Source: an optimization exercise on an open RTL-to-GDS flow (aim: small area, a short achievable clock period and few clock cycles). Production flows keep margins and buffers that such runs may drop. The RTL was checked by simulation tests, not by an equivalence proof against the original design. No activity file was given, so power comes from the tool's default toggle rates.

==> flow/design.v (excerpt) <==
module  des(input clk,
            input des_enable,
            input reset,
            input des_mode,
            input [1:64] data_i,
            input [1:64] key_i,
            output wire [1:64] data_o,
            output reg ready_o);
clock: 5.0 ns
lec_check: 0
cap_margin: 20
core_margin: 2
core_utilization: 40
place_density: 0.6
setup_slack_margin: 3.0
slew_margin: 20
tns_end_percent: 0
buffer_ports_args: -buffer_cell sky130_fd_sc_hd__buf_2
standard.sh (not shown) runs the stock make flow with config.mk's settings and CLKGATE_MAP_FILE= SYNTH_SCRIPT=/design/flow/synth_recipe.tcl, a recipe that flattens the netlist after the stock synthesis.
==> flow/flow/run.sh <==
#!/bin/bash
# The standard layout, with the port buffers that the standard flow puts on
# every input and output made as sky130_fd_sc_hd__buf_2 cells (plain buffers)
# instead of the delay buffers buffer_ports picks by default.
set -euo pipefail
echo 'export BUFFER_PORTS_ARGS = -buffer_cell sky130_fd_sc_hd__buf_2' >> config.mk
bash standard.sh > standard.log 2>&1
The first run finished with timing, DRC and antenna clean.
Testbench counts at the start, summed over its fixed seeds: cycles 43,200.
==> next run, changes <==
==> flow/flow/run.sh (replaced) <==
#!/bin/bash
# The standard layout, with the port buffers that the standard flow puts on
# every input and output made as sky130_fd_sc_hd__buf_1 cells (plain buffers)
# instead of the delay buffers buffer_ports picks by default.
set -euo pipefail
echo 'export BUFFER_PORTS_ARGS = -buffer_cell sky130_fd_sc_hd__buf_1' >> config.mk
bash standard.sh > standard.log 2>&1
BUFFER_PORTS_ARGS = -buffer_cell sky130_fd_sc_hd__buf_1   (was -buffer_cell sky130_fd_sc_hd__buf_2)
CORE_UTILIZATION = 50   (was 40)
PLACE_DENSITY = 0.65   (was 0.6)
The new run passed the timing, DRC and antenna checks.
Design area shrinks by a few percent.
First-iteration DRC count climbs by a few percent.
Synthesized cell count stays the same.
Non-clock buffer count went down by 6.
Core utilization came out higher by 11 points.
Cell count fell by a few percent.
Clock skew fell by 0.0038 ns.
Area after synthesis stays the same.
==> next run, changes <==
ABC_AREA = 1   (was default)
CORE_UTILIZATION = 60   (was 50)
PLACE_DENSITY = 0.75   (was 0.65)
Result: Non-clock buffer count drops by 55; routed wire length climbs by about 9%; worst setup slack is better by 0.12 ns; worst hold slack is better by 0.018 ns; global-route usage climbs by 5.4 points; cell area drops by about 1.4%; maximum frequency climbs by 5.6%; total power climbs by 120%; sequential power climbs by 60%; final cell count climbs by 29%; flip-flop and latch count stays the same.
==> next run, changes <==
ABC_AREA = default   (was 1)
CORE_UTILIZATION = 40   (was 60)
PLACE_DENSITY = 0.6   (was 0.75)
The new run finished clean.
Design area falls by 0.38%.
Combinational power fell by 77%.
Power drops by 56%.
First-iteration DRC count is lower by 23%.
Non-clock buffer count came out higher by 24.
Fmax came out lower by 8.6%.
==> next run, changes <==
ABC_AREA = 1   (was default)
CORE_UTILIZATION = 55   (was 40)
PLACE_DENSITY = 0.7   (was 0.6)
SETUP_SLACK_MARGIN = 3.3   (was 3.0)
Result:
- The new run ran to the end with no violations
- wire length came out higher by 12%
- worst setup slack improves by 0.26 ns
- flip-flop and latch count stays the same
- power came out higher by 130%
==> next run, changes <==
==> flow/run.sh (new file) <==
#!/bin/bash
# synth_recipe.tcl (not shown) runs the flow's synth.tcl, then flattens the netlist and writes it again
# the make line also repeats each setting of config.mk as NAME=value (left out here)
make -C /OpenROAD-flow-scripts/flow DESIGN_CONFIG=/design/flow/config.mk WORK_HOME=/design/flow/orfs CLKGATE_MAP_FILE= SYNTH_SCRIPT=/design/flow/synth_recipe.tcl finish
ABC_AREA = default   (was 1)
BUFFER_PORTS_ARGS = default   (was -buffer_cell sky130_fd_sc_hd__buf_1)
CORE_UTILIZATION = 40   (was 55)
PLACE_DENSITY = 0.6   (was 0.7)
SETUP_SLACK_MARGIN = 2.4   (was 3.3)
TNS_END_PERCENT = default   (was 0)
removed: flow/flow/run.sh
removed: flow/standard.sh
After rerunning: The new run finished with timing, DRC and antenna clean. Fmax shrinks by 19%. Die area is higher by 27%. Final cell count falls by 23%. Global-route usage came out lower by 10 points. Non-clock buffer count went down by 3. Cell area goes up by 2.0%. Worst hold slack improved by 0.15 ns. Via count came out lower by 21%.

des, a different RTL version from the one above (not shown whole).
For scale: about 2000 cells after synthesis, about 200 I/O pins.
==> flow/config.mk <==
export PLATFORM = sky130hd
export DESIGN_NAME = des
export DESIGN_NICKNAME = des
export VERILOG_FILES = /design/flow/design.v
export SDC_FILE = /design/flow/constraint.sdc
export NUM_CORES = 4
export LEC_CHECK = 0
export ABC_AREA = 1
export CAP_MARGIN = 20
export CORE_MARGIN = 2
export CORE_UTILIZATION = 55
export PLACE_DENSITY = 0.7
export SETUP_SLACK_MARGIN = 3.3
export SLEW_MARGIN = 20
export TNS_END_PERCENT = 0
export BUFFER_PORTS_ARGS = -buffer_cell sky130_fd_sc_hd__buf_1
==> flow/constraint.sdc <==
create_clock -name core_clock -period 5.0 [get_ports {clk}]
set_input_delay 1.0000 -clock core_clock [delete_from_list [all_inputs] [get_ports {clk}]]
set_output_delay 1.0000 -clock core_clock [all_outputs]
set_load 0.01 [all_outputs]
==> flow/flow/run.sh <==
#!/bin/bash
# The standard layout, with the port buffers that the standard flow puts on
# every input and output made as sky130_fd_sc_hd__buf_1 cells (plain buffers)
# instead of the delay buffers buffer_ports picks by default.
set -euo pipefail
echo 'export BUFFER_PORTS_ARGS = -buffer_cell sky130_fd_sc_hd__buf_1' >> config.mk
bash standard.sh > standard.log 2>&1
Testbench counts at the start, summed over its fixed seeds: cycles 43,200.
Then changed:
--- a/flow/config.mk
+++ b/flow/config.mk
@@ -12,3 +12,3 @@
 export PLACE_DENSITY = 0.7
-export SETUP_SLACK_MARGIN = 3.3
+export SETUP_SLACK_MARGIN = 3.0
 export SLEW_MARGIN = 20
Result:
- final cell count is about the same
- flip-flop and latch count does not change
- utilization hardly moves
- wire length went up by a few percent

Setup of job 1623:
RTL: one of the versions met above, not the one the previous note started from.
Size: roughly 2100 cells after synthesis, roughly 180 flip-flops, ~200 I/O pins, ~14000 sq um of cells after synthesis.
clock: 5.0 ns
lec_check: 0
abc_area: 1
cap_margin: 20
core_margin: 2
core_utilization: 50
place_density: 0.65
setup_slack_margin: 3.3
slew_margin: 20
tns_end_percent: 0
buffer_ports_args: -buffer_cell sky130_fd_sc_hd__buf_1
Scripts as last shown in full above: flow/flow/run.sh
The flow did not stop early for job 1623: all stages ran, and the layout cleared the timing, DRC and antenna checks.
Testbench counts of job 1623, summed over its fixed seeds: cycles 43,200.
> inputs changed (job 1623 -> job 6775)
==> flow/run.sh (new file) <==
#!/bin/bash
# synth_recipe.tcl (not shown) runs the flow's synth.tcl, then flattens the netlist and writes it again
# the make line also repeats each setting of config.mk as NAME=value (left out here)
make -C /OpenROAD-flow-scripts/flow DESIGN_CONFIG=/design/flow/config.mk WORK_HOME=/design/flow/orfs CLKGATE_MAP_FILE= SYNTH_SCRIPT=/design/flow/synth_recipe.tcl finish
==> flow/config.mk <==
export PLATFORM = sky130hd
export DESIGN_NAME = des
export DESIGN_NICKNAME = des
export VERILOG_FILES = /design/flow/design.v
export SDC_FILE = /design/flow/constraint.sdc
export NUM_CORES = 4
export LEC_CHECK = 0
export CAP_MARGIN = 20
export CORE_MARGIN = 2
export CORE_UTILIZATION = 40
export PLACE_DENSITY = 0.6
export SETUP_SLACK_MARGIN = 2.8
export SLEW_MARGIN = 20
removed: flow/flow/run.sh
removed: flow/standard.sh
==> run summary <==
- Taking job 1623 as the reference point, the count of placed standard cells in the final layout, fillers left out of job 6775 falls by about 20%.
- Job 6775: full flow OK, the timing, DRC and antenna checks passed
- Relative to job 1623, the number of vias per cell measured on job 6775 has increased by a few percent.
- Job 6775 does worse than job 1623 on placeable core region.
- Job 6775 vs job 1623 — number of well taps rose 18%.
## Diff of input files: job 7344 against job 6775
==> flow/flow/run.sh (new file) <==
#!/bin/bash
# The standard layout, with the port buffers that the standard flow puts on
# every input and output made as sky130_fd_sc_hd__buf_1 cells (plain buffers)
# instead of the delay buffers buffer_ports picks by default.
set -euo pipefail
echo 'export BUFFER_PORTS_ARGS = -buffer_cell sky130_fd_sc_hd__buf_1' >> config.mk
bash standard.sh > standard.log 2>&1
==> flow/standard.sh (new file) <==
#!/bin/bash
# synth_recipe.tcl (not shown) runs the flow's synth.tcl, then flattens the netlist and writes it again
# the make line also repeats each setting of config.mk as NAME=value (left out here)
make -C /OpenROAD-flow-scripts/flow DESIGN_CONFIG=/design/flow/config.mk WORK_HOME=/design/flow/orfs CLKGATE_MAP_FILE= SYNTH_SCRIPT=/design/flow/synth_recipe.tcl "${@:-finish}"
diff --git a/flow/config.mk b/flow/config.mk
--- a/flow/config.mk
+++ b/flow/config.mk
@@ -6,8 +6,12 @@
 export NUM_CORES = 4
 export LEC_CHECK = 0
+export ABC_AREA = 1
 export CAP_MARGIN = 20
 export CORE_MARGIN = 2
-export CORE_UTILIZATION = 40
-export PLACE_DENSITY = 0.6
-export SETUP_SLACK_MARGIN = 2.8
+export CORE_UTILIZATION = 55
+export CTS_BUF_LIST = sky130_fd_sc_hd__clkbuf_8
+export PLACE_DENSITY = 0.7
+export SETUP_SLACK_MARGIN = 3.0
 export SLEW_MARGIN = 20
+export TNS_END_PERCENT = 0
+export BUFFER_PORTS_ARGS = -buffer_cell sky130_fd_sc_hd__buf_1
removed: flow/run.sh
--- outcome ---
Of job 6775 and job 7344, job 7344 shows the lower area added between synthesis and finish, with job 6775 above it. The higher clock skew came out of job 7344. Job 7344: flop-to-flop setup slack 130 ps above job 6775. On worst-case reg-to-reg path depth, the lower figure sits with job 7344, not job 6775. Across both runs, total wire length was higher for job 7344 than for job 6775.
The inputs of job 4240 differ from those of job 7344 as listed below.
==> flow/run.sh (new file) <==
#!/bin/bash
# synth_recipe.tcl (not shown) runs the flow's synth.tcl, then flattens the netlist and writes it again
# the make line also repeats each setting of config.mk as NAME=value (left out here)
make -C /OpenROAD-flow-scripts/flow DESIGN_CONFIG=/design/flow/config.mk WORK_HOME=/design/flow/orfs CLKGATE_MAP_FILE= SYNTH_SCRIPT=/design/flow/synth_recipe.tcl finish
==> flow/config.mk <==
export PLATFORM = sky130hd
export DESIGN_NAME = des
export DESIGN_NICKNAME = des
export VERILOG_FILES = /design/flow/design.v
export SDC_FILE = /design/flow/constraint.sdc
export NUM_CORES = 4
export LEC_CHECK = 0
export CAP_MARGIN = 20
export CORE_MARGIN = 2
export CORE_UTILIZATION = 40
export PLACE_DENSITY = 0.6
export SETUP_SLACK_MARGIN = 3.0
export SLEW_MARGIN = 20
export TNS_END_PERCENT = 0
removed: flow/flow/run.sh
removed: flow/standard.sh
## What came out
- Power share of the clock group in job 4240 vs job 7344: up 19 points
- Job 4240 against job 7344: wire length of the first global-routing pass down 7.1%, routing usage on met3 down 1.5 points, post-detailed-routing wire length down 4200 um, design area up about 7%.
- Lower clock latency reported for the late side of the worst-skew pair goes to job 4240 over job 7344.
- Type of the worst setup path = reg -> out: job 7344; type of the worst setup path = reg -> reg: job 4240

[what the ideal ports hide]
No port has a modelled driver above. Below, the same layouts with a new extraction and two added sets of constraints.
Step 1: set_driving_cell puts a clkbuf_16 on clk and a buf_2 on each other input, an assumption about the parent block.
Step 2 also shifts input and output timing later by t, the mid clock arrival at the registers, as if the neighbouring blocks saw the same clock.
a / b / c = no drivers / after step 1 / after step 2; a / b = the first two.
run | t, ns | setup WS [ns] | latest minus earliest clock arrival (ns) | pins driven straight from the clock port
the first run of note 1 | 0.481 | 2.735 / 2.735 / 2.413 | 0.017 / 0.017 | 1
the second run of note 1 | 0.484 | 2.755 / 2.755 / 2.494 | 0.012 / 0.012 | 1
the third run of note 1 | 0.483 | 2.874 / 2.874 / 2.512 | 0.016 / 0.016 | 1
the fourth run of note 1 | 0.488 | 2.674 / 2.674 / 2.469 | 0.015 / 0.015 | 1
the fifth run of note 1 | 0.479 | 2.930 / 2.883 / 2.552 | 0.021 / 0.021 | 1
the sixth run of note 1 | 0.485 | 2.430 / 2.430 / 2.083 | 0.017 / 0.017 | 1
the first run of note 2 | 0.483 | 2.885 / 2.839 / 2.428 | 0.019 / 0.019 | 1
the second run of note 2 | 0.481 | 2.925 / 2.893 / 2.472 | 0.013 / 0.013 | 1
job 1623 | 0.477 | 2.962 / 2.912 / 2.617 | 0.017 / 0.017 | 1
job 6775 | 0.477 | 2.776 / 2.776 / 2.342 | 0.017 / 0.017 | 1
job 7344 | 0.521 | 2.906 / 2.864 / 2.459 | 0.024 / 0.024 | 1
job 4240 | 0.479 | 2.755 / 2.755 / 2.327 | 0.011 / 0.011 | 1
After both steps setup and hold are still met in every run listed. For the first run of note 2, which loses most, drivers alone change the setup slack by -0.046 ns; drivers and shift together by -0.457 ns.
